This is an optimization exercise on Yosys and OpenROAD, whose aim is small area, a short achievable clock period and few clock cycles per item, not a production implementation.
Where RTL was checked, it was by simulation tests only, not by an equivalence proof against the original.
The RTL of run 2 was laid out without a check of its function.
Power and IR drop assume default switching activity.

==> flow/design.v (outline; a module is shown in full before it is edited, if it fits) <==
// module multserial: 1366 lines
// module benc: 6 lines
// module bneg: 3 lines
// module xnr: 3 lines
// module bsel: 3 lines
// module bseln: 3 lines
// module fa: 4 lines
// module fa1: 4 lines
// module ha: 4 lines
// module pnode: 4 lines
// module gnode: 3 lines
// module cpa: 268 lines
module multserial(input wire CLK,
                  input wire RST,
                  input wire MST,
                  input wire MSGN,
                  input wire [31:0] SRCA,
                  input wire [31:0] SRCB,
                  output wire [63:0] PROD,
                  output wire PRODV);
  // ...
==> flow/flow/run.sh <==
#!/bin/bash
set -e
export BUFFER_PORTS_ARGS="-buffer_cell sky130_fd_sc_hd__buf_2"
bash standard.sh finish > standard.log 2>&1
==> flow/standard.sh <==
#!/bin/bash
# synth_recipe.tcl (not shown) runs the flow's synth.tcl, then flattens the netlist and writes it again
# the make line also repeats each setting of config.mk as NAME=value (left out here)
make -C /OpenROAD-flow-scripts/flow DESIGN_CONFIG=/design/flow/config.mk WORK_HOME=/design/flow/orfs CLKGATE_MAP_FILE= SYNTH_SCRIPT=/design/flow/synth_recipe.tcl "${@:-finish}"
==> flow/config.mk <==
export PLATFORM = sky130hd
export DESIGN_NAME = multserial
export DESIGN_NICKNAME = multserial
export VERILOG_FILES = /design/flow/design.v
export SDC_FILE = /design/flow/constraint.sdc
export NUM_CORES = 4
export LEC_CHECK = 0
export CAP_MARGIN = 20
export CORE_MARGIN = 2
export CORE_UTILIZATION = 40
export PLACE_DENSITY = 0.7
export SLEW_MARGIN = 20
export SYNTH_HIERARCHICAL = 1
==> flow/constraint.sdc <==
create_clock -name core_clock -period 5.0 [get_ports {CLK}]
set_input_delay 1.0000 -clock core_clock [delete_from_list [all_inputs] [get_ports {CLK}]]
set_output_delay 1.0000 -clock core_clock [all_outputs]
set_load 0.01 [all_outputs]
==> summary.txt, run 1 <==
Outcome
  – Status: no timing/DRC/antenna violations

Logic synthesis
  – Unique masters post-synth: 24
  – Most frequent cells after synthesis: xnor2_1, o22ai_1, fa_1
  – EDFF count, synth: 121
  – Sequential area share after synthesis: 14.3%
  – Register bit total from synthesis: 122
  – Synth Area in Adders: 42.7%
  – Avg Inst Size Synth: 11.7 um^2
  – Post-synthesis compound-gate area fraction: 17.8%
  – Mux cell area share after synthesis: 0%

Finish
  – Most common cell after layout, fill and taps aside: o22ai_1
  – Clock buf/inv share: 1.76%
  – Largest cell class by area: multi-input combinational cells
  – Most flops, register: s_q
  – Fill count: 5711
  – Non-clock inverters: 61
  – Max FFs per register: 64
  – Multi-In Gates: 1979

Critical path
  – Worst Path Buf+Inv: 1
  – Critical Path RT: 4.00 ns
  – CP endpoint kind: output port
  – Reg2Reg Setup Slack: 4.40 ns

Detailed routing
  – DRC: 0
  – Met3 wire length: 10200 um
  – Top sig layer: met5

Global route
  – Vias in the first global route: 22752
  – Total gr overflow: 0
  – Initial antenna violation count: 0
  – GRT Overall Usage: 28.8%

Power
  – Clk power: 1.20 mW
  – Switching power total: 9.70 mW

Floorplan
  – Floorplan row count: 92
  – Die width: 256 um

Timing
  – Slew @ Worst Pin: 0.880 ns
  – Fmax: 211 MHz
  – Min Tclk post-route: 4.74 ns

Clock network
  – Max H-tree Level: 4
  – CTS root buf: clkbuf_16

Placement
  – Routability cong.: 1.00
Testbench counts, summed over its fixed seeds: cycles 2,000, items 2,000.
==> module benc, before the edit <==
module benc(input wire x2, input wire x1, input wire x0, output wire neg, output wire onen, output wire twon);
    wire d = x1 ^ x0;
    bneg u_neg (.x2(x2), .x1(x1), .x0(x0), .neg(neg));
    assign onen = ~d;
    assign twon = d | ~(x2 ^ x1);
endmodule
==> run 2, diff against run 1 <==
--- a/flow/design.v
+++ b/flow/design.v
@@ -3,163 +3,213 @@
                   input wire MST,
                   input wire MSGN,
                   input wire [31:0] SRCA,
                   input wire [31:0] SRCB,
                   output wire [63:0] PROD,
                   output wire PRODV);
     wire [32:0] a = {MSGN & SRCA[31], SRCA};
     wire [34:0] b = {MSGN & SRCB[31], MSGN & SRCB[31], SRCB, 1'b0};   
-    wire [15:0] neg, onen, twon;
+    wire [15:0] neg, onen, twon, negh, onenh, twonh;
     assign neg[0] = b[2];
     assign onen[0] = ~b[1];
     assign twon[0] = ~(b[2] & ~b[1]);
+    assign negh[0] = b[2];
+    assign onenh[0] = ~b[1];
+    assign twonh[0] = ~(b[2] & ~b[1]);
     benc u_benc1 (.x2(b[4]), .x1(b[3]), .x0(b[2]), .neg(neg[1]), .onen(onen[1]), .twon(twon[1]));
+    benc u_bench1 (.x2(b[4]), .x1(b[3]), .x0(b[2]), .neg(negh[1]), .onen(onenh[1]), .twon(twonh[1]));
     benc u_benc2 (.x2(b[6]), .x1(b[5]), .x0(b[4]), .neg(neg[2]), .onen(onen[2]), .twon(twon[2]));
+    benc u_bench2 (.x2(b[6]), .x1(b[5]), .x0(b[4]), .neg(negh[2]), .onen(onenh[2]), .twon(twonh[2]));
     benc u_benc3 (.x2(b[8]), .x1(b[7]), .x0(b[6]), .neg(neg[3]), .onen(onen[3]), .twon(twon[3]));
+    benc u_bench3 (.x2(b[8]), .x1(b[7]), .x0(b[6]), .neg(negh[3]), .onen(onenh[3]), .twon(twonh[3]));
     benc u_benc4 (.x2(b[10]), .x1(b[9]), .x0(b[8]), .neg(neg[4]), .onen(onen[4]), .twon(twon[4]));
+    benc u_bench4 (.x2(b[10]), .x1(b[9]), .x0(b[8]), .neg(negh[4]), .onen(onenh[4]), .twon(twonh[4]));
     benc u_benc5 (.x2(b[12]), .x1(b[11]), .x0(b[10]), .neg(neg[5]), .onen(onen[5]), .twon(twon[5]));
+    benc u_bench5 (.x2(b[12]), .x1(b[11]), .x0(b[10]), .neg(negh[5]), .onen(onenh[5]), .twon(twonh[5]));
     benc u_benc6 (.x2(b[14]), .x1(b[13]), .x0(b[12]), .neg(neg[6]), .onen(onen[6]), .twon(twon[6]));
+    benc u_bench6 (.x2(b[14]), .x1(b[13]), .x0(b[12]), .neg(negh[6]), .onen(onenh[6]), .twon(twonh[6]));
     benc u_benc7 (.x2(b[16]), .x1(b[15]), .x0(b[14]), .neg(neg[7]), .onen(onen[7]), .twon(twon[7]));
+    benc u_bench7 (.x2(b[16]), .x1(b[15]), .x0(b[14]), .neg(negh[7]), .onen(onenh[7]), .twon(twonh[7]));
     benc u_benc8 (.x2(b[18]), .x1(b[17]), .x0(b[16]), .neg(neg[8]), .onen(onen[8]), .twon(twon[8]));
+    benc u_bench8 (.x2(b[18]), .x1(b[17]), .x0(b[16]), .neg(negh[8]), .onen(onenh[8]), .twon(twonh[8]));
     benc u_benc9 (.x2(b[20]), .x1(b[19]), .x0(b[18]), .neg(neg[9]), .onen(onen[9]), .twon(twon[9]));
+    benc u_bench9 (.x2(b[20]), .x1(b[19]), .x0(b[18]), .neg(negh[9]), .onen(onenh[9]), .twon(twonh[9]));
     benc u_benc10 (.x2(b[22]), .x1(b[21]), .x0(b[20]), .neg(neg[10]), .onen(onen[10]), .twon(twon[10]));
+    benc u_bench10 (.x2(b[22]), .x1(b[21]), .x0(b[20]), .neg(negh[10]), .onen(onenh[10]), .twon(twonh[10]));
     benc u_benc11 (.x2(b[24]), .x1(b[23]), .x0(b[22]), .neg(neg[11]), .onen(onen[11]), .twon(twon[11]));
+    benc u_bench11 (.x2(b[24]), .x1(b[23]), .x0(b[22]), .neg(negh[11]), .onen(onenh[11]), .twon(twonh[11]));
     benc u_benc12 (.x2(b[26]), .x1(b[25]), .x0(b[24]), .neg(neg[12]), .onen(onen[12]), .twon(twon[12]));
+    benc u_bench12 (.x2(b[26]), .x1(b[25]), .x0(b[24]), .neg(negh[12]), .onen(onenh[12]), .twon(twonh[12]));
     benc u_benc13 (.x2(b[28]), .x1(b[27]), .x0(b[26]), .neg(neg[13]), .onen(onen[13]), .twon(twon[13]));
+    benc u_bench13 (.x2(b[28]), .x1(b[27]), .x0(b[26]), .neg(negh[13]), .onen(onenh[13]), .twon(twonh[13]));
     benc u_benc14 (.x2(b[30]), .x1(b[29]), .x0(b[28]), .neg(neg[14]), .onen(onen[14]), .twon(twon[14]));
+    benc u_bench14 (.x2(b[30]), .x1(b[29]), .x0(b[28]), .neg(negh[14]), .onen(onenh[14]), .twon(twonh[14]));
     benc u_benc15 (.x2(b[32]), .x1(b[31]), .x0(b[30]), .neg(neg[15]), .onen(onen[15]), .twon(twon[15]));
+    benc u_bench15 (.x2(b[32]), .x1(b[31]), .x0(b[30]), .neg(negh[15]), .onen(onenh[15]), .twon(twonh[15]));
     wire [34:0] xn0;    
     assign xn0[0] = ~neg[0];
-    xnr u_xn0 [32:0] (.a(a), .b(neg[0]), .y(xn0[33:1]));
+    xnr u_xn0 [16:0] (.a(a[16:0]), .b(neg[0]), .y(xn0[17:1]));
+    xnr u_xnh0 [32:17] (.a(a[32:17]), .b(negh[0]), .y(xn0[33:18]));
     assign xn0[34] = xn0[33];
     wire [33:0] pp0;
-    bsel u_bs0 [33:0] (.onen(onen[0]), .twon(twon[0]), .xn1(xn0[34:1]), .xn2(xn0[33:0]), .pp(pp0));
+    bsel u_bs0 [16:0] (.onen(onen[0]), .twon(twon[0]), .xn1(xn0[17:1]), .xn2(xn0[16:0]), .pp(pp0[16:0]));
+    bsel u_bsh0 [33:17] (.onen(onenh[0]), .twon(twonh[0]), .xn1(xn0[34:18]), .xn2(xn0[33:17]), .pp(pp0[33:17]));
     wire ppn0_33;
-    bseln u_bsn0 (.onen(onen[0]), .twon(twon[0]), .xn1(xn0[34]), .xn2(xn0[33]), .ppn(ppn0_33));
+    bseln u_bsn0 (.onen(onenh[0]), .twon(twonh[0]), .xn1(xn0[34]), .xn2(xn0[33]), .ppn(ppn0_33));
     wire [34:0] xn1;    
     assign xn1[0] = ~neg[1];
-    xnr u_xn1 [32:0] (.a(a), .b(neg[1]), .y(xn1[33:1]));
+    xnr u_xn1 [16:0] (.a(a[16:0]), .b(neg[1]), .y(xn1[17:1]));
+    xnr u_xnh1 [32:17] (.a(a[32:17]), .b(negh[1]), .y(xn1[33:18]));
     assign xn1[34] = xn1[33];
     wire [33:0] pp1;
-    bsel u_bs1 [33:0] (.onen(onen[1]), .twon(twon[1]), .xn1(xn1[34:1]), .xn2(xn1[33:0]), .pp(pp1));
+    bsel u_bs1 [16:0] (.onen(onen[1]), .twon(twon[1]), .xn1(xn1[17:1]), .xn2(xn1[16:0]), .pp(pp1[16:0]));
+    bsel u_bsh1 [33:17] (.onen(onenh[1]), .twon(twonh[1]), .xn1(xn1[34:18]), .xn2(xn1[33:17]), .pp(pp1[33:17]));
     wire ppn1_33;
-    bseln u_bsn1 (.onen(onen[1]), .twon(twon[1]), .xn1(xn1[34]), .xn2(xn1[33]), .ppn(ppn1_33));
+    bseln u_bsn1 (.onen(onenh[1]), .twon(twonh[1]), .xn1(xn1[34]), .xn2(xn1[33]), .ppn(ppn1_33));
     wire [34:0] xn2;    
     assign xn2[0] = ~neg[2];
-    xnr u_xn2 [32:0] (.a(a), .b(neg[2]), .y(xn2[33:1]));
+    xnr u_xn2 [16:0] (.a(a[16:0]), .b(neg[2]), .y(xn2[17:1]));
+    xnr u_xnh2 [32:17] (.a(a[32:17]), .b(negh[2]), .y(xn2[33:18]));
     assign xn2[34] = xn2[33];
     wire [33:0] pp2;
-    bsel u_bs2 [33:0] (.onen(onen[2]), .twon(twon[2]), .xn1(xn2[34:1]), .xn2(xn2[33:0]), .pp(pp2));
+    bsel u_bs2 [16:0] (.onen(onen[2]), .twon(twon[2]), .xn1(xn2[17:1]), .xn2(xn2[16:0]), .pp(pp2[16:0]));
+    bsel u_bsh2 [33:17] (.onen(onenh[2]), .twon(twonh[2]), .xn1(xn2[34:18]), .xn2(xn2[33:17]), .pp(pp2[33:17]));
     wire ppn2_33;
-    bseln u_bsn2 (.onen(onen[2]), .twon(twon[2]), .xn1(xn2[34]), .xn2(xn2[33]), .ppn(ppn2_33));
+    bseln u_bsn2 (.onen(onenh[2]), .twon(twonh[2]), .xn1(xn2[34]), .xn2(xn2[33]), .ppn(ppn2_33));
     wire [34:0] xn3;    
     assign xn3[0] = ~neg[3];
-    xnr u_xn3 [32:0] (.a(a), .b(neg[3]), .y(xn3[33:1]));
+    xnr u_xn3 [16:0] (.a(a[16:0]), .b(neg[3]), .y(xn3[17:1]));
+    xnr u_xnh3 [32:17] (.a(a[32:17]), .b(negh[3]), .y(xn3[33:18]));
     assign xn3[34] = xn3[33];
     wire [33:0] pp3;
-    bsel u_bs3 [33:0] (.onen(onen[3]), .twon(twon[3]), .xn1(xn3[34:1]), .xn2(xn3[33:0]), .pp(pp3));
+    bsel u_bs3 [16:0] (.onen(onen[3]), .twon(twon[3]), .xn1(xn3[17:1]), .xn2(xn3[16:0]), .pp(pp3[16:0]));
+    bsel u_bsh3 [33:17] (.onen(onenh[3]), .twon(twonh[3]), .xn1(xn3[34:18]), .xn2(xn3[33:17]), .pp(pp3[33:17]));
     wire ppn3_33;
-    bseln u_bsn3 (.onen(onen[3]), .twon(twon[3]), .xn1(xn3[34]), .xn2(xn3[33]), .ppn(ppn3_33));
+    bseln u_bsn3 (.onen(onenh[3]), .twon(twonh[3]), .xn1(xn3[34]), .xn2(xn3[33]), .ppn(ppn3_33));
     wire [34:0] xn4;    
     assign xn4[0] = ~neg[4];
-    xnr u_xn4 [32:0] (.a(a), .b(neg[4]), .y(xn4[33:1]));
+    xnr u_xn4 [16:0] (.a(a[16:0]), .b(neg[4]), .y(xn4[17:1]));
+    xnr u_xnh4 [32:17] (.a(a[32:17]), .b(negh[4]), .y(xn4[33:18]));
     assign xn4[34] = xn4[33];
     wire [33:0] pp4;
-    bsel u_bs4 [33:0] (.onen(onen[4]), .twon(twon[4]), .xn1(xn4[34:1]), .xn2(xn4[33:0]), .pp(pp4));
+    bsel u_bs4 [16:0] (.onen(onen[4]), .twon(twon[4]), .xn1(xn4[17:1]), .xn2(xn4[16:0]), .pp(pp4[16:0]));
+    bsel u_bsh4 [33:17] (.onen(onenh[4]), .twon(twonh[4]), .xn1(xn4[34:18]), .xn2(xn4[33:17]), .pp(pp4[33:17]));
     wire ppn4_33;
-    bseln u_bsn4 (.onen(onen[4]), .twon(twon[4]), .xn1(xn4[34]), .xn2(xn4[33]), .ppn(ppn4_33));
+    bseln u_bsn4 (.onen(onenh[4]), .twon(twonh[4]), .xn1(xn4[34]), .xn2(xn4[33]), .ppn(ppn4_33));
     wire [34:0] xn5;    
     assign xn5[0] = ~neg[5];
-    xnr u_xn5 [32:0] (.a(a), .b(neg[5]), .y(xn5[33:1]));
+    xnr u_xn5 [16:0] (.a(a[16:0]), .b(neg[5]), .y(xn5[17:1]));
+    xnr u_xnh5 [32:17] (.a(a[32:17]), .b(negh[5]), .y(xn5[33:18]));
     assign xn5[34] = xn5[33];
     wire [33:0] pp5;
-    bsel u_bs5 [33:0] (.onen(onen[5]), .twon(twon[5]), .xn1(xn5[34:1]), .xn2(xn5[33:0]), .pp(pp5));
+    bsel u_bs5 [16:0] (.onen(onen[5]), .twon(twon[5]), .xn1(xn5[17:1]), .xn2(xn5[16:0]), .pp(pp5[16:0]));
+    bsel u_bsh5 [33:17] (.onen(onenh[5]), .twon(twonh[5]), .xn1(xn5[34:18]), .xn2(xn5[33:17]), .pp(pp5[33:17]));
     wire ppn5_33;
-    bseln u_bsn5 (.onen(onen[5]), .twon(twon[5]), .xn1(xn5[34]), .xn2(xn5[33]), .ppn(ppn5_33));
+    bseln u_bsn5 (.onen(onenh[5]), .twon(twonh[5]), .xn1(xn5[34]), .xn2(xn5[33]), .ppn(ppn5_33));
     wire [34:0] xn6;    
     assign xn6[0] = ~neg[6];
-    xnr u_xn6 [32:0] (.a(a), .b(neg[6]), .y(xn6[33:1]));
+    xnr u_xn6 [16:0] (.a(a[16:0]), .b(neg[6]), .y(xn6[17:1]));
+    xnr u_xnh6 [32:17] (.a(a[32:17]), .b(negh[6]), .y(xn6[33:18]));
     assign xn6[34] = xn6[33];
     wire [33:0] pp6;
-    bsel u_bs6 [33:0] (.onen(onen[6]), .twon(twon[6]), .xn1(xn6[34:1]), .xn2(xn6[33:0]), .pp(pp6));
+    bsel u_bs6 [16:0] (.onen(onen[6]), .twon(twon[6]), .xn1(xn6[17:1]), .xn2(xn6[16:0]), .pp(pp6[16:0]));
+    bsel u_bsh6 [33:17] (.onen(onenh[6]), .twon(twonh[6]), .xn1(xn6[34:18]), .xn2(xn6[33:17]), .pp(pp6[33:17]));
     wire ppn6_33;
-    bseln u_bsn6 (.onen(onen[6]), .twon(twon[6]), .xn1(xn6[34]), .xn2(xn6[33]), .ppn(ppn6_33));
+    bseln u_bsn6 (.onen(onenh[6]), .twon(twonh[6]), .xn1(xn6[34]), .xn2(xn6[33]), .ppn(ppn6_33));
     wire [34:0] xn7;    
     assign xn7[0] = ~neg[7];
-    xnr u_xn7 [32:0] (.a(a), .b(neg[7]), .y(xn7[33:1]));
+    xnr u_xn7 [16:0] (.a(a[16:0]), .b(neg[7]), .y(xn7[17:1]));
+    xnr u_xnh7 [32:17] (.a(a[32:17]), .b(negh[7]), .y(xn7[33:18]));
     assign xn7[34] = xn7[33];
     wire [33:0] pp7;
-    bsel u_bs7 [33:0] (.onen(onen[7]), .twon(twon[7]), .xn1(xn7[34:1]), .xn2(xn7[33:0]), .pp(pp7));
+    bsel u_bs7 [16:0] (.onen(onen[7]), .twon(twon[7]), .xn1(xn7[17:1]), .xn2(xn7[16:0]), .pp(pp7[16:0]));
+    bsel u_bsh7 [33:17] (.onen(onenh[7]), .twon(twonh[7]), .xn1(xn7[34:18]), .xn2(xn7[33:17]), .pp(pp7[33:17]));
     wire ppn7_33;
-    bseln u_bsn7 (.onen(onen[7]), .twon(twon[7]), .xn1(xn7[34]), .xn2(xn7[33]), .ppn(ppn7_33));
+    bseln u_bsn7 (.onen(onenh[7]), .twon(twonh[7]), .xn1(xn7[34]), .xn2(xn7[33]), .ppn(ppn7_33));
     wire [34:0] xn8;    
     assign xn8[0] = ~neg[8];
-    xnr u_xn8 [32:0] (.a(a), .b(neg[8]), .y(xn8[33:1]));
+    xnr u_xn8 [16:0] (.a(a[16:0]), .b(neg[8]), .y(xn8[17:1]));
+    xnr u_xnh8 [32:17] (.a(a[32:17]), .b(negh[8]), .y(xn8[33:18]));
     assign xn8[34] = xn8[33];
     wire [33:0] pp8;
-    bsel u_bs8 [33:0] (.onen(onen[8]), .twon(twon[8]), .xn1(xn8[34:1]), .xn2(xn8[33:0]), .pp(pp8));
+    bsel u_bs8 [16:0] (.onen(onen[8]), .twon(twon[8]), .xn1(xn8[17:1]), .xn2(xn8[16:0]), .pp(pp8[16:0]));
+    bsel u_bsh8 [33:17] (.onen(onenh[8]), .twon(twonh[8]), .xn1(xn8[34:18]), .xn2(xn8[33:17]), .pp(pp8[33:17]));
     wire ppn8_33;
-    bseln u_bsn8 (.onen(onen[8]), .twon(twon[8]), .xn1(xn8[34]), .xn2(xn8[33]), .ppn(ppn8_33));
+    bseln u_bsn8 (.onen(onenh[8]), .twon(twonh[8]), .xn1(xn8[34]), .xn2(xn8[33]), .ppn(ppn8_33));
     wire [34:0] xn9;    
     assign xn9[0] = ~neg[9];
-    xnr u_xn9 [32:0] (.a(a), .b(neg[9]), .y(xn9[33:1]));
+    xnr u_xn9 [16:0] (.a(a[16:0]), .b(neg[9]), .y(xn9[17:1]));
+    xnr u_xnh9 [32:17] (.a(a[32:17]), .b(negh[9]), .y(xn9[33:18]));
     assign xn9[34] = xn9[33];
     wire [33:0] pp9;
-    bsel u_bs9 [33:0] (.onen(onen[9]), .twon(twon[9]), .xn1(xn9[34:1]), .xn2(xn9[33:0]), .pp(pp9));
+    bsel u_bs9 [16:0] (.onen(onen[9]), .twon(twon[9]), .xn1(xn9[17:1]), .xn2(xn9[16:0]), .pp(pp9[16:0]));
+    bsel u_bsh9 [33:17] (.onen(onenh[9]), .twon(twonh[9]), .xn1(xn9[34:18]), .xn2(xn9[33:17]), .pp(pp9[33:17]));
     wire ppn9_33;
-    bseln u_bsn9 (.onen(onen[9]), .twon(twon[9]), .xn1(xn9[34]), .xn2(xn9[33]), .ppn(ppn9_33));
+    bseln u_bsn9 (.onen(onenh[9]), .twon(twonh[9]), .xn1(xn9[34]), .xn2(xn9[33]), .ppn(ppn9_33));
     wire [34:0] xn10;    
     assign xn10[0] = ~neg[10];
-    xnr u_xn10 [32:0] (.a(a), .b(neg[10]), .y(xn10[33:1]));
+    xnr u_xn10 [16:0] (.a(a[16:0]), .b(neg[10]), .y(xn10[17:1]));
+    xnr u_xnh10 [32:17] (.a(a[32:17]), .b(negh[10]), .y(xn10[33:18]));
     assign xn10[34] = xn10[33];
     wire [33:0] pp10;
-    bsel u_bs10 [33:0] (.onen(onen[10]), .twon(twon[10]), .xn1(xn10[34:1]), .xn2(xn10[33:0]), .pp(pp10));
+    bsel u_bs10 [16:0] (.onen(onen[10]), .twon(twon[10]), .xn1(xn10[17:1]), .xn2(xn10[16:0]), .pp(pp10[16:0]));
+    bsel u_bsh10 [33:17] (.onen(onenh[10]), .twon(twonh[10]), .xn1(xn10[34:18]), .xn2(xn10[33:17]), .pp(pp10[33:17]));
     wire ppn10_33;
-    bseln u_bsn10 (.onen(onen[10]), .twon(twon[10]), .xn1(xn10[34]), .xn2(xn10[33]), .ppn(ppn10_33));
+    bseln u_bsn10 (.onen(onenh[10]), .twon(twonh[10]), .xn1(xn10[34]), .xn2(xn10[33]), .ppn(ppn10_33));
     wire [34:0] xn11;    
     assign xn11[0] = ~neg[11];
-    xnr u_xn11 [32:0] (.a(a), .b(neg[11]), .y(xn11[33:1]));
+    xnr u_xn11 [16:0] (.a(a[16:0]), .b(neg[11]), .y(xn11[17:1]));
+    xnr u_xnh11 [32:17] (.a(a[32:17]), .b(negh[11]), .y(xn11[33:18]));
     assign xn11[34] = xn11[33];
     wire [33:0] pp11;
-    bsel u_bs11 [33:0] (.onen(onen[11]), .twon(twon[11]), .xn1(xn11[34:1]), .xn2(xn11[33:0]), .pp(pp11));
+    bsel u_bs11 [16:0] (.onen(onen[11]), .twon(twon[11]), .xn1(xn11[17:1]), .xn2(xn11[16:0]), .pp(pp11[16:0]));
+    bsel u_bsh11 [33:17] (.onen(onenh[11]), .twon(twonh[11]), .xn1(xn11[34:18]), .xn2(xn11[33:17]), .pp(pp11[33:17]));
     wire ppn11_33;
-    bseln u_bsn11 (.onen(onen[11]), .twon(twon[11]), .xn1(xn11[34]), .xn2(xn11[33]), .ppn(ppn11_33));
+    bseln u_bsn11 (.onen(onenh[11]), .twon(twonh[11]), .xn1(xn11[34]), .xn2(xn11[33]), .ppn(ppn11_33));
     wire [34:0] xn12;    
     assign xn12[0] = ~neg[12];
-    xnr u_xn12 [32:0] (.a(a), .b(neg[12]), .y(xn12[33:1]));
+    xnr u_xn12 [16:0] (.a(a[16:0]), .b(neg[12]), .y(xn12[17:1]));
+    xnr u_xnh12 [32:17] (.a(a[32:17]), .b(negh[12]), .y(xn12[33:18]));
     assign xn12[34] = xn12[33];
     wire [33:0] pp12;
-    bsel u_bs12 [33:0] (.onen(onen[12]), .twon(twon[12]), .xn1(xn12[34:1]), .xn2(xn12[33:0]), .pp(pp12));
+    bsel u_bs12 [16:0] (.onen(onen[12]), .twon(twon[12]), .xn1(xn12[17:1]), .xn2(xn12[16:0]), .pp(pp12[16:0]));
+    bsel u_bsh12 [33:17] (.onen(onenh[12]), .twon(twonh[12]), .xn1(xn12[34:18]), .xn2(xn12[33:17]), .pp(pp12[33:17]));
     wire ppn12_33;
-    bseln u_bsn12 (.onen(onen[12]), .twon(twon[12]), .xn1(xn12[34]), .xn2(xn12[33]), .ppn(ppn12_33));
+    bseln u_bsn12 (.onen(onenh[12]), .twon(twonh[12]), .xn1(xn12[34]), .xn2(xn12[33]), .ppn(ppn12_33));
     wire [34:0] xn13;    
     assign xn13[0] = ~neg[13];
-    xnr u_xn13 [32:0] (.a(a), .b(neg[13]), .y(xn13[33:1]));
+    xnr u_xn13 [16:0] (.a(a[16:0]), .b(neg[13]), .y(xn13[17:1]));
+    xnr u_xnh13 [32:17] (.a(a[32:17]), .b(negh[13]), .y(xn13[33:18]));
     assign xn13[34] = xn13[33];
     wire [33:0] pp13;
-    bsel u_bs13 [33:0] (.onen(onen[13]), .twon(twon[13]), .xn1(xn13[34:1]), .xn2(xn13[33:0]), .pp(pp13));
+    bsel u_bs13 [16:0] (.onen(onen[13]), .twon(twon[13]), .xn1(xn13[17:1]), .xn2(xn13[16:0]), .pp(pp13[16:0]));
+    bsel u_bsh13 [33:17] (.onen(onenh[13]), .twon(twonh[13]), .xn1(xn13[34:18]), .xn2(xn13[33:17]), .pp(pp13[33:17]));
     wire ppn13_33;
-    bseln u_bsn13 (.onen(onen[13]), .twon(twon[13]), .xn1(xn13[34]), .xn2(xn13[33]), .ppn(ppn13_33));
+    bseln u_bsn13 (.onen(onenh[13]), .twon(twonh[13]), .xn1(xn13[34]), .xn2(xn13[33]), .ppn(ppn13_33));
     wire [34:0] xn14;    
     assign xn14[0] = ~neg[14];
-    xnr u_xn14 [32:0] (.a(a), .b(neg[14]), .y(xn14[33:1]));
+    xnr u_xn14 [16:0] (.a(a[16:0]), .b(neg[14]), .y(xn14[17:1]));
+    xnr u_xnh14 [32:17] (.a(a[32:17]), .b(negh[14]), .y(xn14[33:18]));
     assign xn14[34] = xn14[33];
     wire [33:0] pp14;
-    bsel u_bs14 [33:0] (.onen(onen[14]), .twon(twon[14]), .xn1(xn14[34:1]), .xn2(xn14[33:0]), .pp(pp14));
+    bsel u_bs14 [16:0] (.onen(onen[14]), .twon(twon[14]), .xn1(xn14[17:1]), .xn2(xn14[16:0]), .pp(pp14[16:0]));
+    bsel u_bsh14 [33:17] (.onen(onenh[14]), .twon(twonh[14]), .xn1(xn14[34:18]), .xn2(xn14[33:17]), .pp(pp14[33:17]));
     wire ppn14_33;
-    bseln u_bsn14 (.onen(onen[14]), .twon(twon[14]), .xn1(xn14[34]), .xn2(xn14[33]), .ppn(ppn14_33));
+    bseln u_bsn14 (.onen(onenh[14]), .twon(twonh[14]), .xn1(xn14[34]), .xn2(xn14[33]), .ppn(ppn14_33));
     wire [34:0] xn15;    
     assign xn15[0] = ~neg[15];
-    xnr u_xn15 [32:0] (.a(a), .b(neg[15]), .y(xn15[33:1]));
+    xnr u_xn15 [16:0] (.a(a[16:0]), .b(neg[15]), .y(xn15[17:1]));
+    xnr u_xnh15 [32:17] (.a(a[32:17]), .b(negh[15]), .y(xn15[33:18]));
     assign xn15[34] = xn15[33];
     wire [33:0] pp15;
-    bsel u_bs15 [33:0] (.onen(onen[15]), .twon(twon[15]), .xn1(xn15[34:1]), .xn2(xn15[33:0]), .pp(pp15));
+    bsel u_bs15 [16:0] (.onen(onen[15]), .twon(twon[15]), .xn1(xn15[17:1]), .xn2(xn15[16:0]), .pp(pp15[16:0]));
+    bsel u_bsh15 [33:17] (.onen(onenh[15]), .twon(twonh[15]), .xn1(xn15[34:18]), .xn2(xn15[33:17]), .pp(pp15[33:17]));
     wire ppn15_33;
-    bseln u_bsn15 (.onen(onen[15]), .twon(twon[15]), .xn1(xn15[34]), .xn2(xn15[33]), .ppn(ppn15_33));
+    bseln u_bsn15 (.onen(onenh[15]), .twon(twonh[15]), .xn1(xn15[34]), .xn2(xn15[33]), .ppn(ppn15_33));
     wire [31:0] ppt = {32{~MSGN & SRCB[31]}} & SRCA[31:0];
     wire hs_0, hc_0;
     ha u_ha0 (.a(neg[12]), .b(pp0[24]), .s(hs_0), .co(hc_0));
     wire hs_1, hc_1;
     ha u_ha1 (.a(pp0[25]), .b(pp10[5]), .s(hs_1), .co(hc_1));
     wire fs_0, fc_0;
     fa u_fa0 (.a(neg[13]), .b(pp0[26]), .c(pp10[6]), .s(fs_0), .co(fc_0));
     wire hs_2, hc_2;
@@ -1360,23 +1410,19 @@
             ci_q <= ci_d;
         end
     end
     assign PROD[7:0] = s_q[7:0];
     cpa u_cpa (.x(s_q[63:8]), .y(c_q), .ci(ci_q), .s(PROD[63:8]));
     assign PRODV = prodv;
 endmodule
 module benc(input wire x2, input wire x1, input wire x0, output wire neg, output wire onen, output wire twon);
-    wire d = x1 ^ x0;
-    bneg u_neg (.x2(x2), .x1(x1), .x0(x0), .neg(neg));
-    assign onen = ~d;
-    assign twon = d | ~(x2 ^ x1);
-endmodule
-module bneg(input wire x2, input wire x1, input wire x0, output wire neg);
     assign neg = x2 & ~(x1 & x0);
+    assign onen = ~(x1 ^ x0);
+    assign twon = ~((x2 & ~x1 & ~x0) | (~x2 & x1 & x0));
 endmodule
 module xnr(input wire a, input wire b, output wire y);
     assign y = ~(a ^ b);
 endmodule
 module bsel(input wire onen, input wire twon, input wire xn1, input wire xn2, output wire pp);
     assign pp = ~((onen | xn1) & (twon | xn2));
 endmodule
 module bseln(input wire onen, input wire twon, input wire xn1, input wire xn2, output wire ppn);
==> summary.txt, run 2 <==
Logic synthesis
  – Dominant cells by area after synthesis: fa_1, xnor2_1, edfxtp_1, o22ai_1, ha_1
  – Post-Synth XOR/XNOR Area: 19.4%
  – Syn Inst Count: 2282
  – Register bit total from synthesis: 122 (unchanged)
  – Ys async rst share: 0%
  – Post-synthesis compound-gate area fraction: 17.0% (-0.74 points)
  – Cell taking the most area after synthesis: fa_1
  – YS warnings: 7
  – Largest family of logic cells by synthesized area: adder cells
  – Mapped Area: 0.0264 mm^2
  – Simple-gate area share of the yosys netlist: 5.36%
  – Mux cell area share after synthesis: 0% (unchanged)
  – Share of the synthesized area in the top cell type: 36.0%
  – Most frequent cells after synthesis: o22ai_1, xnor2_1, fa_1
  – Unique masters post-synth: 24 (unchanged)
  – EDFF count, synth: 121 (unchanged)
  – Synth Area in Adders: 42.7% (about the same)
  – Sequential area share after synthesis: 13.8% (-0.48 points)
  – Synth Flop Type: edfxtp_1
  – Syn nets: 2965
  – Avg Inst Size Synth: 11.6 um^2 (-1.3%)

Clock network
  – CTS hold repair buffers: 0
  – Worst-path clk slew: 0.06 ns
  – Skew-Pair Late Insertion Delay: 0.48 ns
  – CTS buffer count: 17
  – CTS tree: yes
  – Post-CTS Setup Bufs: 0
  – Max H-tree Level: 4 (unchanged)
  – CTS Buffer Depth: 2
  – Clk sinks: 122
  – CTS root buf: clkbuf_16

Timing
  – Setup Skew: 0 ns
  – Slew Limit Headroom: 36.2%
  – Final worst-path cycle share: 96.4%
  – RSZ-0062 raised after global routing: false
  – Fmax: 207 MHz (-1.7%)
  – Slew Limit Fails: 0
  – Slew @ Worst Pin: 0.958 ns (+0.0774 ns)
  – Min Tclk post-route: 4.82 ns (+0.0807 ns)
  – Post-route setup TNS: 0 ns
  – Hold Fails Final Rpt: 0
  – Final setup fails: 0

Global route
  – GRT Overall Usage: 27.5% (-1.3 points)
  – Initial antenna violation count: 5 (+5)
  – Pin count of the biggest net entering global routing: 66
  – Met2 global-route usage: 44.8%
  – Total gr overflow: 0 (unchanged)
  – GRT met1 Usage: 35.4%
  – GRT busiest layer: met2
  – Vias in the first global route: 23046 (+1.3%)
  – Met3 usage: 6.62%
  – First-pass GRT wire length: 140000 um

Detailed routing
  – DRT iter0 DRCs: 2382
  – Routed Antenna Nets: 0
  – Final WL: 91300 um
  – Routed via count: 21957
  – DR pass1 iterations: 5
  – DRC: 0 (unchanged)
  – Wire per inst: 25.5 um
  – Vias per cell: 6.13

Run
  – Max Cap Viol: 0

Floorplan
  – Core Area: 0.0655 mm^2
  – Floorplan row count: 94 (+2.2%)
  – Initial Util: 40.3%
  – Die area: 0.0680 mm^2
  – Die height: 261 um
  – Die width: 261 um (+1.7%)
  – IO Pins: 133

Finish
  – Post-route insts no fill: 3582
  – Layout Utilization: 48.1%
  – Max FFs per register: 64 (unchanged)
  – Most common cell after layout, fill and taps aside: o22ai_1
  – Biggest regs: s_q: 64 flops, c_q: 56 flops
  – Area grow syn2layout: 19.4%
  – Fraction of layout cells with a size suffix above 1: 20.7%
  – Nets@finish: 3386
  – Most flops, register: s_q
  – Most frequent cells in the layout: o22ai_1, xnor2_1, fa_1, buf_4, ha_1

Critical path
  – CP endpoint kind: output port
  – Critical path's slowest cell: edfxtp_1
  – Max Fanout on Critical Path: 5
  – Top cell by count, worst path: a21o_1
  – CP startpoint kind: register
  – CP max stage delay: 0.37 ns
  – Critical path arrival: 3.82 ns
  – Worst path cell trace: ha_1 > a21o_1 > a21o_1 > a21o_1 > a21o_1 > a21o_2 > a21o_1 > a21o_1 > a21o_1 > a21o_1 > xor2_1 > buf_2
  – Setup CP Type: register to output port
  – Reg2Reg Depth: 1
  – Crit Reg-Reg Endpoint: prodv
  – Critical Path RT: 4.00 ns (about the same)
  – Worst r2r src: prodv
  – Reg2Reg Setup Slack: 4.39 ns (about the same)

Outcome
  – Status: no timing/DRC/antenna violations

Power
  – Max IR drop VDD: 0.000598 V
  – Power per cell area: 634 mW/mm^2
  – Final Power: 20.0 mW
  – Static leakage: 12.6 nW

Worst hold path
  – Hold Path Class: register to register
  – Worst hold start: prodv
  – Hold Path Sink: prodv
  – Hold path cells: 1

Placement
  – Dpl cells: 3548
  – Hpwl dp: 75900 um
  – Routability cong.: 0.983 (-1.7%)
  – Buffers on Ports: 132
## run 2: cell count changes in the layout (fill, tap and decap cells not counted), sizes merged, moves of 15 or more
cell and delta:
nor2b +60, inv +25, xnor2 -15, nor2 -15, nor3b +30, a21oi +15, ha +30, and3b -15
a21boi -15
## run 2: worst max-delay path, delay by kind of cell (launching register included)
kind	cells	cell delay (ns)
AO/OA/AOI/OAI	9	2.23
flip-flops	1	0.37
buffers and inverters	1	0.17
XOR/XNOR	1	0.21
adder cells (fa/ha/maj)	1	0.34
## run 2: layer usage
| metal | up-vias | share of wire [%] |
|---|---|---|
| li1 | 9257 | - |
| met1 | 11043 | 39 |
| met2 | 1393 | 47 |
| met3 | 258 | 10 |
| met4 | 6 | 4.1 |
| met5 | - | 0.047 |
## run 2: worst max-delay path by stage
stage                          end  startpoint  slack, ns
after floorplan            c_q[28]    SRCB[20]      -0.04
after global placement     c_q[25]     SRCB[1]      -0.23
after detailed placement   c_q[21]    SRCB[19]      -0.23
after CTS                 PROD[62]      s_q[8]       0.04
after global routing      PROD[62]      s_q[8]       0.07
final                     PROD[62]      s_q[8]       0.18
## run 2: kinds of logic (layout without fill, tap and decap cells)
logic type,count (synthesis),count (layout)
other cells,0,2
xor+xnor,584,584
buf+inv,106,540
simple gates,177,177
fa+ha+maj,615,615
flops,122,122
compound gates,678,678
## run 2: Yosys stat by module (local to each module, per instance)
module	cells	copies in the design	flip-flops and latches	cell area, um^2
cpa	56	1	0	490
bseln	1	16	0	8.76
fa1	5	11	0	27.5
fa	1	475	0	20.0
ha	1	99	0	12.5
gnode	1	55	0	7.51
bsel	1	528	0	6.26
benc	6	30	0	50.0
xnr	1	528	0	8.76
pnode	2	48	0	13.8
multserial	194	1	122	4200
## run 2: timing repair
action | in CTS | in global routing
gates resized for setup | 0 | 1
endpoints found under the setup margin | 0 | 1
hold endpoints to repair | 0 | 0
## run 2: metrics by stage
step	hold WS (ns)	instance area, um^2	setup WS, ns
4_1_cts	0.491	31500	0.0423
5_1_grt	0.535	31500	0.0705
3_5_place_dp	0.476	31000	-0.232
6_report	0.482	31500	0.178
3_3_place_gp	0.471	31000	-0.226
2_1_floorplan	0.525	26500	-0.0436
## run 2: final cells by class
| cell class | instances | area [um^2] |
|---|---|---|
| Fill cell | 5891 | 34000 |
| Multi-Input combinational cell | 2054 | 22400 |
| Sequential cell | 122 | 3650 |
| Timing Repair Buffer | 417 | 3450 |
| Tap cell | 864 | 1080 |
| Clock buffer | 20 | 437 |
| Inverter | 91 | 342 |
| Clock inverter | 12 | 100 |
| Antenna cell | 2 | 5.00 |
## run 2: report_power, final
part / internal, mW / switching [mW]
Clock: 0.675 / 0.530
Sequential: 2.79 / 0.161
Combinational: 7.26 / 8.55
Total: 10.7 / 9.24

[re-timing with driven ports]
The flow's constraints put no driver on any port. The routed layouts listed below were extracted and timed again, unchanged, in two steps.
Step 1 (the two cells are an assumption about what drives the block):
set clk [get_ports {CLK}]
set_driving_cell -lib_cell sky130_fd_sc_hd__clkbuf_16 $clk
set_driving_cell -lib_cell sky130_fd_sc_hd__buf_2 [delete_from_list [all_inputs] $clk]
Step 2 adds t to the input delays and takes it off the output delays; t is the mean of the earliest and latest rising clock arrival at the registers after step 1. Input paths then give back, and output paths get back, about the clock's delay inside the block.
Slacks: ideal / step 1 / step 2; pairs: ideal / step 1.
| run | t (ns) | setup slack, ns | worst setup path after step 2 |
|---|---|---|---|
| run 1 | 0.554 | 0.259 / 0.201 / -0.132 | input to register |
| run 2 | 0.548 | 0.178 / 0.117 / -0.294 | input to register |
Met with ideal ports but missed after step 2: setup timing in run 1 and run 2. For run 2, which loses most, drivers alone change the setup slack by -0.061 ns; drivers and shift together by -0.472 ns.
